Background: an optimization exercise with open tools, aiming at a short achievable clock period and few clock cycles. Do not read the settings as production practice.

==> 08-01 <==
==> flow/design.v <==
module lc3_datapath
  (clk,
   rst,
   mem_en,
   mem_we,
   mem_addr,
   mem_wdata,
   mem_ready,
   mem_rdata
   );
  input         clk;
  input         rst;
  output        mem_en;
  output        mem_we;
  output [15:0] mem_addr;
  output [15:0] mem_wdata;
  input         mem_ready;
  input  [15:0] mem_rdata;
  localparam CL = 6;                  
  localparam CN = 1 << CL;
  localparam TW = 16 - CL;            
  localparam [2:0] K_FETCH = 3'd0,
                   K_LOAD  = 3'd1,
                   K_LDI   = 3'd2,
                   K_STI   = 3'd3,
                   K_STORE = 3'd4,
                   K_TRAP  = 3'd5,
                   K_ADDR  = 3'd6;    
  reg [15:0] r0, r1, r2, r3, r4, r5, r6, r7;
  reg        n, z, p;
  reg [15:0] pc;      
  reg [15:0] pc1;     
  reg [15:0] ir;
  reg [2:0]  kind;
  reg        en;      
  reg        we;
  reg [15:0] mar;
  reg [15:0] mdr;
  reg [15:0] sw;      
  reg        ex;
  reg [1:0]  aop;     
  reg [15:0] opa, opb;
  reg [15:0]   c_data  [0:CN-1];
  reg [TW-1:0] c_tag   [0:CN-1];
  reg [CN-1:0] c_valid;
  assign mem_en    = en;
  assign mem_we    = we;
  assign mem_addr  = mar;
  assign mem_wdata = mdr;
  function [15:0] rsel;
    input [2:0] s;
    input [15:0] a0, a1, a2, a3, a4, a5, a6, a7;
    case (s)
      3'd0: rsel = a0;
      3'd1: rsel = a1;
      3'd2: rsel = a2;
      3'd3: rsel = a3;
      3'd4: rsel = a4;
      3'd5: rsel = a5;
      3'd6: rsel = a6;
      default: rsel = a7;
    endcase
  endfunction
  function [15:0] ksadd;
    input [15:0] a, b;
    reg   [15:0] g, p, x;
    integer k, j;
    begin
      x = a ^ b;
      g = a & b;
      p = x;
      for (k = 0; k < 4; k = k + 1)
        for (j = 15; j >= (1 << k); j = j - 1)
          begin
            g[j] = g[j] | (p[j] & g[j - (1 << k)]);
            p[j] = p[j] & p[j - (1 << k)];
          end
      ksadd = x ^ {g[14:0], 1'b0};
    end
  endfunction
  wire [2:0] xdr = ir[11:9];          
  wire [3:0] sop = sw[15:12];
  reg        sdep;
  always @(*)
    case (sop)
      4'b0001, 4'b0101: sdep = (sw[8:6] == xdr) | (~sw[5] & (sw[2:0] == xdr));
      4'b1001:          sdep = (sw[8:6] == xdr);
      4'b0000, 4'b1111: sdep = 1'b1;
      default:          sdep = 1'b0;
    endcase
  wire       hold = ~en & ex & sdep;
  wire        step  = en ? mem_ready : ~hold;
  wire [15:0] d     = en ? mem_rdata : sw;
  wire [3:0]  op    = d[15:12];
  wire        taken = (d[11] & n) | (d[10] & z) | (d[9] & p);
  wire [15:0]   la    = (kind == K_FETCH) ? pc1 : pc;
  wire [CL-1:0] li    = la[CL-1:0];
  wire          lhit  = 1'b0;
  wire [15:0]   lword = c_data[li];
  wire [15:0] ibase = rsel(ir[8:6], r0, r1, r2, r3, r4, r5, r6, r7);
  wire [15:0] isrc  = rsel(ir[11:9], r0, r1, r2, r3, r4, r5, r6, r7);
  wire [15:0] t9    = ksadd(pc, {{7{ir[8]}}, ir[8:0]});
  wire [15:0] t11   = ksadd(pc, {{5{ir[10]}}, ir[10:0]});
  wire [15:0] t6    = ksadd(ibase, {{10{ir[5]}}, ir[5:0]});
  wire [15:0] jsrt  = ir[11] ? t11 : ((ir[8:6] == 3'd7) ? pc : ibase);
  reg  [15:0] res;
  always @(*)
    case (aop)
      2'd0:    res = ksadd(opa, opb);
      2'd1:    res = opa & opb;
      default: res = ~opa;
    endcase
  wire        link  = step & (kind == K_FETCH) & (op == 4'b1111);
  wire        jlink = (kind == K_ADDR) & (ir[15:12] == 4'b0100);
  wire        ldw   = mem_ready & (kind == K_LOAD);
  wire [15:0] wval  = ex ? res : (ldw ? mem_rdata : (jlink ? pc : pc1));
  wire [2:0]  wsel  = (link | jlink) ? 3'd7 : ir[11:9];
  wire        wen   = ex | ldw | link | jlink;
  always @(posedge clk or negedge rst)
    begin
      if (rst == 1'b0)
        begin
          r0 <= 16'h0; r1 <= 16'h0; r2 <= 16'h0; r3 <= 16'h0;
          r4 <= 16'h0; r5 <= 16'h0; r6 <= 16'h0; r7 <= 16'h0;
        end
      else if (wen)
        case (wsel)
          3'd0: r0 <= wval;
          3'd1: r1 <= wval;
          3'd2: r2 <= wval;
          3'd3: r3 <= wval;
          3'd4: r4 <= wval;
          3'd5: r5 <= wval;
          3'd6: r6 <= wval;
          default: r7 <= wval;
        endcase
    end
  reg         zres;
  always @(*)
    case (aop)
      2'd0:    zres = ((opa ^ opb) == {opa[14:0] | opb[14:0], 1'b0});
      2'd1:    zres = ((opa & opb) == 16'h0);
      default: zres = (opa == 16'hffff);
    endcase
  wire        zv = ex ? zres : (mem_rdata == 16'h0);
  wire        nv = ex ? res[15] : mem_rdata[15];
  always @(posedge clk or negedge rst)
    begin
      if (rst == 1'b0)
        begin
          n <= 1'b0; z <= 1'b0; p <= 1'b0;
        end
      else if (ex | ldw)
        begin
          n <= nv;
          z <= zv;
          p <= ~nv & ~zv;
        end
    end
  wire fill = en & mem_ready & (kind == K_FETCH);
  always @(posedge clk)
    if (fill)
      begin
        c_data[pc[CL-1:0]] <= mem_rdata;
        c_tag[pc[CL-1:0]]  <= pc[15:CL];
      end
  integer i;
  always @(posedge clk or negedge rst)
    begin
      if (rst == 1'b0)
        c_valid <= {CN{1'b0}};
      else
        for (i = 0; i < CN; i = i + 1)
          if (fill & (pc[CL-1:0] == i))
            c_valid[i] <= 1'b1;
          else if ((kind == K_STORE) & (mar[CL-1:0] == i))
            c_valid[i] <= 1'b0;
    end
  always @(posedge clk or negedge rst)
    begin
      if (rst == 1'b0)
        begin
          pc   <= 16'h0200;
          pc1  <= 16'h0201;
          ir   <= 16'h0;
          mar  <= 16'h0200;
          mdr  <= 16'h0;
          en   <= 1'b1;
          we   <= 1'b0;
          sw   <= 16'h0;
          kind <= K_FETCH;
          ex   <= 1'b0;
          aop  <= 2'd0;
          opa  <= 16'h0;
          opb  <= 16'h0;
        end
      else
        begin
          ex  <= 1'b0;
          pc1 <= pc + 16'd1;
          case (kind)
            K_FETCH:
              if (step)
                begin
                  ir  <= d;
                  sw  <= lword;
                  pc  <= pc1;
                  pc1 <= pc1 + 16'd1;
                  opa <= (op == 4'b1110) ? pc1 : rsel(d[8:6], r0, r1, r2, r3, r4, r5, r6, r7);
                  opb <= (op == 4'b1110) ? {{7{d[8]}}, d[8:0]} :
                         (d[5] ? {{11{d[4]}}, d[4:0]} : rsel(d[2:0], r0, r1, r2, r3, r4, r5, r6, r7));
                  case (op)
                    4'b0101: aop <= 2'd1;
                    4'b1001: aop <= 2'd2;
                    default: aop <= 2'd0;
                  endcase
                  case (op)
                    4'b0000:  
                      if (taken)
                        begin
                          kind <= K_ADDR;
                          en   <= 1'b0;
                        end
                      else
                        begin
                          mar <= pc1;
                          en  <= ~lhit;
                        end
                    4'b0001, 4'b0101, 4'b1001, 4'b1110:  
                      begin
                        ex  <= 1'b1;
                        mar <= pc1;
                        en  <= ~lhit;
                      end
                    4'b1111:  
                      begin
                        kind <= K_TRAP;
                        mar  <= {8'h00, d[7:0]};
                        en   <= 1'b1;
                      end
                    4'b1000, 4'b1101:  
                      begin
                        mar <= pc1;
                        en  <= ~lhit;
                      end
                    default:  
                      begin
                        kind <= K_ADDR;
                        en   <= 1'b0;
                      end
                  endcase
                end
            K_ADDR:
              begin
                en  <= 1'b1;
                mdr <= isrc;
                case (ir[15:12])
                  4'b0010: begin kind <= K_LOAD;  mar <= t9; end
                  4'b0011: begin kind <= K_STORE; mar <= t9; we <= 1'b1; end
                  4'b0110: begin kind <= K_LOAD;  mar <= t6; end
                  4'b0111: begin kind <= K_STORE; mar <= t6; we <= 1'b1; end
                  4'b1010: begin kind <= K_LDI;   mar <= t9; end
                  4'b1011: begin kind <= K_STI;   mar <= t9; end
                  4'b0100: begin kind <= K_FETCH; mar <= jsrt; pc <= jsrt; end
                  4'b1100: begin kind <= K_FETCH; mar <= ibase; pc <= ibase; end
                  default: begin kind <= K_FETCH; mar <= t9; pc <= t9; end   
                endcase
              end
            K_LDI:
              if (mem_ready)
                begin
                  kind <= K_LOAD;
                  mar  <= mem_rdata;
                end
            K_STI:
              if (mem_ready)
                begin
                  kind <= K_STORE;
                  we   <= 1'b1;
                  mar  <= mem_rdata;
                end
            K_TRAP:
              if (mem_ready)
                begin
                  kind <= K_FETCH;
                  mar  <= mem_rdata;
                  pc   <= mem_rdata;
                end
            default:  
              if (mem_ready)
                begin
                  kind <= K_FETCH;
                  we   <= 1'b0;
                  mar  <= pc;
                  sw   <= lword;
                  en   <= ~lhit;
                end
          endcase
        end
    end
endmodule
==> flow/run.sh <==
#!/bin/bash
# synth_recipe.tcl (not shown) runs the flow's synth.tcl, then flattens the netlist and writes it again
# the make line also repeats each setting of config.mk as NAME=value (left out here)
make -C /OpenROAD-flow-scripts/flow DESIGN_CONFIG=/design/flow/config.mk WORK_HOME=/design/flow/orfs CLKGATE_MAP_FILE= SYNTH_SCRIPT=/design/flow/synth_recipe.tcl finish
==> flow/config.mk <==
export PLATFORM = sky130hd
export DESIGN_NAME = lc3_datapath
export DESIGN_NICKNAME = lc3_datapath
export VERILOG_FILES = /design/flow/design.v
export SDC_FILE = /design/flow/constraint.sdc
export NUM_CORES = 4
export LEC_CHECK = 0
export CAP_MARGIN = 20
export CORE_MARGIN = 2
export CORE_UTILIZATION = 40
export PLACE_DENSITY = 0.6
export SETUP_SLACK_MARGIN = 4.5
export SLEW_MARGIN = 20
==> flow/constraint.sdc <==
create_clock -name core_clock -period 7.5 [get_ports {clk}]
set_input_delay 1.5000 -clock core_clock [delete_from_list [all_inputs] [get_ports {clk}]]
set_output_delay 1.5000 -clock core_clock [all_outputs]
set_load 0.01 [all_outputs]
==> 02-11: changes against 08-01 <==
==> flow/design.v, changed modules only <==
module lc3_datapath
  (clk,
   rst,
   mem_en,
   mem_we,
   mem_addr,
   mem_wdata,
   mem_ready,
   mem_rdata
   );
  input         clk;
  input         rst;
  output        mem_en;
  output        mem_we;
  output [15:0] mem_addr;
  output [15:0] mem_wdata;
  input         mem_ready;
  input  [15:0] mem_rdata;
  localparam [2:0] K_FETCH = 3'd0,
                   K_LOAD  = 3'd1,
                   K_LDI   = 3'd2,
                   K_STI   = 3'd3,
                   K_STORE = 3'd4,
                   K_TRAP  = 3'd5,
                   K_ADDR  = 3'd6;    
  reg [15:0] r0, r1, r2, r3, r4, r5, r6, r7;
  reg        n, z, p;
  reg [15:0] pc;      
  reg [15:0] pc1;     
  reg [15:0] ir;
  reg [2:0]  kind;
  reg        en;      
  reg        we;
  reg [15:0] mar;
  reg [15:0] mdr;
  reg        ex;      
  reg [1:0]  aop;     
  reg [15:0] opa, opb;
  assign mem_en    = en;
  assign mem_we    = we;
  assign mem_addr  = mar;
  assign mem_wdata = mdr;
  function [15:0] rsel;
    input [2:0] s;
    input [15:0] a0, a1, a2, a3, a4, a5, a6, a7;
    case (s)
      3'd0: rsel = a0;
      3'd1: rsel = a1;
      3'd2: rsel = a2;
      3'd3: rsel = a3;
      3'd4: rsel = a4;
      3'd5: rsel = a5;
      3'd6: rsel = a6;
      default: rsel = a7;
    endcase
  endfunction
  function [15:0] ksadd;
    input [15:0] a, b;
    reg   [15:0] g, q, x;
    integer k, j;
    begin
      x = a ^ b;
      g = a & b;
      q = x;
      for (k = 0; k < 4; k = k + 1)
        for (j = 15; j >= (1 << k); j = j - 1)
          begin
            g[j] = g[j] | (q[j] & g[j - (1 << k)]);
            q[j] = q[j] & q[j - (1 << k)];
          end
      ksadd = x ^ {g[14:0], 1'b0};
    end
  endfunction
  wire [15:0] d     = mem_rdata;
  wire [3:0]  op    = d[15:12];
  wire        fstep = mem_ready & (kind == K_FETCH);
  wire        taken = (d[11] & n) | (d[10] & z) | (d[9] & p);
  wire [15:0] dbase = rsel(d[8:6], r0, r1, r2, r3, r4, r5, r6, r7);
  wire [15:0] djsrr = (d[8:6] == 3'd7) ? pc1 : dbase;
  wire [15:0] sum = ksadd(opa, opb);
  reg  [15:0] res;
  always @(*)
    case (aop)
      2'd0:    res = sum;
      2'd1:    res = opa & opb;
      default: res = ~opa;
    endcase
  wire        link  = fstep & ((op == 4'b1111) | (op == 4'b0100));
  wire        ldw   = mem_ready & (kind == K_LOAD);
  wire [15:0] wval  = ex ? res : (ldw ? d : pc1);
  wire [2:0]  wsel  = link ? 3'd7 : ir[11:9];
  wire        wen   = ex | ldw | link;
  always @(posedge clk or negedge rst)
    begin
      if (rst == 1'b0)
        begin
          r0 <= 16'h0; r1 <= 16'h0; r2 <= 16'h0; r3 <= 16'h0;
          r4 <= 16'h0; r5 <= 16'h0; r6 <= 16'h0; r7 <= 16'h0;
        end
      else if (wen)
        case (wsel)
          3'd0: r0 <= wval;
          3'd1: r1 <= wval;
          3'd2: r2 <= wval;
          3'd3: r3 <= wval;
          3'd4: r4 <= wval;
          3'd5: r5 <= wval;
          3'd6: r6 <= wval;
          default: r7 <= wval;
        endcase
    end
  reg         zres;
  always @(*)
    case (aop)
      2'd0:    zres = ((opa ^ opb) == {opa[14:0] | opb[14:0], 1'b0});
      2'd1:    zres = ((opa & opb) == 16'h0);
      default: zres = (opa == 16'hffff);
    endcase
  wire        zv = ex ? zres : (d == 16'h0);
  wire        nv = ex ? res[15] : d[15];
  always @(posedge clk or negedge rst)
    begin
      if (rst == 1'b0)
        begin
          n <= 1'b0; z <= 1'b0; p <= 1'b0;
        end
      else if (ex | ldw)
        begin
          n <= nv;
          z <= zv;
          p <= ~nv & ~zv;
        end
    end
  always @(posedge clk or negedge rst)
    begin
      if (rst == 1'b0)
        begin
          pc   <= 16'h0200;
          pc1  <= 16'h0201;
          ir   <= 16'h0;
          mar  <= 16'h0200;
          mdr  <= 16'h0;
          en   <= 1'b1;
          we   <= 1'b0;
          kind <= K_FETCH;
          ex   <= 1'b0;
          aop  <= 2'd0;
          opa  <= 16'h0;
          opb  <= 16'h0;
        end
      else
        begin
          ex  <= 1'b0;
          pc1 <= pc + 16'd1;
          case (kind)
            K_FETCH:
              if (mem_ready)
                begin
                  ir  <= d;
                  pc  <= pc1;
                  mdr <= rsel(d[11:9], r0, r1, r2, r3, r4, r5, r6, r7);
                  case (op)
                    4'b0000, 4'b0010, 4'b0011, 4'b1010, 4'b1011, 4'b1110:
                      begin
                        opa <= pc1;
                        opb <= {{7{d[8]}}, d[8:0]};
                      end
                    4'b0100:
                      begin
                        opa <= pc1;
                        opb <= {{5{d[10]}}, d[10:0]};
                      end
                    4'b0110, 4'b0111:
                      begin
                        opa <= dbase;
                        opb <= {{10{d[5]}}, d[5:0]};
                      end
                    default:
                      begin
                        opa <= dbase;
                        opb <= d[5] ? {{11{d[4]}}, d[4:0]} : rsel(d[2:0], r0, r1, r2, r3, r4, r5, r6, r7);
                      end
                  endcase
                  case (op)
                    4'b0101: aop <= 2'd1;
                    4'b1001: aop <= 2'd2;
                    default: aop <= 2'd0;
                  endcase
                  case (op)
                    4'b0001, 4'b0101, 4'b1001, 4'b1110:  
                      begin
                        ex  <= 1'b1;
                        mar <= pc1;
                      end
                    4'b1111:  
                      begin
                        kind <= K_TRAP;
                        mar  <= {8'h00, d[7:0]};
                      end
                    4'b1100:  
                      begin
                        mar <= dbase;
                        pc  <= dbase;
                      end
                    4'b0100:  
                      if (d[11])
                        begin
                          kind <= K_ADDR;
                          en   <= 1'b0;
                        end
                      else
                        begin
                          mar <= djsrr;
                          pc  <= djsrr;
                        end
                    4'b0000:  
                      if (taken)
                        begin
                          kind <= K_ADDR;
                          en   <= 1'b0;
                        end
                      else
                        mar <= pc1;
                    4'b0010, 4'b0011, 4'b0110, 4'b0111, 4'b1010, 4'b1011:
                      begin  
                        kind <= K_ADDR;
                        en   <= 1'b0;
                      end
                    default:  
                      mar <= pc1;
                  endcase
                end
            K_ADDR:
              begin
                en  <= 1'b1;
                mar <= sum;
                case (ir[15:12])
                  4'b0010, 4'b0110: kind <= K_LOAD;
                  4'b0011, 4'b0111: begin kind <= K_STORE; we <= 1'b1; end
                  4'b1010: kind <= K_LDI;
                  4'b1011: kind <= K_STI;
                  default: begin kind <= K_FETCH; pc <= sum; end   
                endcase
              end
            K_LDI:
              if (mem_ready)
                begin
                  kind <= K_LOAD;
                  mar  <= d;
                end
            K_STI:
              if (mem_ready)
                begin
                  kind <= K_STORE;
                  we   <= 1'b1;
                  mar  <= d;
                end
            K_TRAP:
              if (mem_ready)
                begin
                  kind <= K_FETCH;
                  mar  <= d;
                  pc   <= d;
                end
            default:  
              if (mem_ready)
                begin
                  kind <= K_FETCH;
                  we   <= 1'b0;
                  mar  <= pc;
                end
          endcase
        end
    end
endmodule
==> 04-14: changes against 08-01 <==
--- a/flow/design.v
+++ b/flow/design.v
@@ -95,7 +95,7 @@
   wire        taken = (d[11] & n) | (d[10] & z) | (d[9] & p);
   wire [15:0]   la    = (kind == K_FETCH) ? pc1 : pc;
   wire [CL-1:0] li    = la[CL-1:0];
-  wire          lhit  = 1'b0;
+  wire          lhit  = c_valid[li] & (c_tag[li] == la[15:CL]);
   wire [15:0]   lword = c_data[li];
   wire [15:0] ibase = rsel(ir[8:6], r0, r1, r2, r3, r4, r5, r6, r7);
   wire [15:0] isrc  = rsel(ir[11:9], r0, r1, r2, r3, r4, r5, r6, r7);
Settings changed: SETUP_SLACK_MARGIN 4.5 to 4.0.
==> flow_summary_export.csv <==
group,metric,value,unit
outcome,status,"finished clean",
synthesis,ys_async_sr_fraction,16.6,%
cells_and_area,final_cell_area,0.108,sq mm
placed_design,hpwl,181000,um
timing,fin_crit,3.92,ns
grt,antenna_found_initial,26,
cells_and_area,register_area,0.0583,sq mm
drt,wl_per_cell,32.1,um
cells_and_area,flops_and_latches,1995,
power_and_ir_drop,combPwrFrac,55.4,%
cells_and_area,largest_reg_flops,1024,
worst_setup_path,r2r_cells,15,
(the above is from 04-14)
==> flow_summary_export.csv <==
group,metric,value,unit
synthesis,ys_async_sr_fraction,20.7,%
outcome,status,"finished clean",
power_and_ir_drop,combPwrFrac,56.2,%
cells_and_area,largest_reg_flops,1024,
cells_and_area,register_area,0.0375,sq mm
drt,wl_per_cell,31.1,um
cells_and_area,flops_and_latches,1291,
worst_setup_path,r2r_cells,15,
placed_design,hpwl,126000,um
timing,fin_crit,3.88,ns
cells_and_area,final_cell_area,0.0794,sq mm
(the above is from 08-01)
==> flow_summary_export.csv <==
group,metric,value,unit
grt,antenna_found_initial,5,
timing,fin_crit,3.07,ns
cells_and_area,buffers,130,
power_and_ir_drop,combPwrFrac,52.7,%
cells_and_area,register_area,0.00607,sq mm
worst_setup_path,r2r_cells,9,
synthesis,ys_async_sr_fraction,100,%
drt,wl_per_cell,28.9,um
outcome,status,"finished clean",
(the above is from 02-11)
No functional check of the RTL was part of any run of this note.

==> re-timing with driven ports <==
How much do the figures lean on ideal ports? The routed layouts below were timed once more, with nothing changed but the port constraints. Step 1 (the two cells are an assumption about what drives the block):
set clk [get_ports {clk}]
set_driving_cell -lib_cell sky130_fd_sc_hd__clkbuf_16 $clk
set_driving_cell -lib_cell sky130_fd_sc_hd__buf_2 [delete_from_list [all_inputs] $clk]
Step 2 adds t to the input delays and takes it off the output delays; t is the mean of the earliest and latest rising clock arrival at the registers after step 1. Input paths then give back, and output paths get back, about the clock's delay inside the block. Three values: ideal ports, drivers, drivers and shift; two values: the first two.
run	t, ns	setup slack, ns	pins driven straight from the clock port
08-01	0.867	3.622 / 3.622 / 3.212	1
02-11	0.645	4.430 / 4.465 / 3.820	1
04-14	0.947	3.580 / 3.580 / 2.877	1
After both steps setup and hold are still met in every run listed. The setup slack of 04-14, which loses most, moves by 0.000 ns with the drivers and by -0.703 ns with both steps.
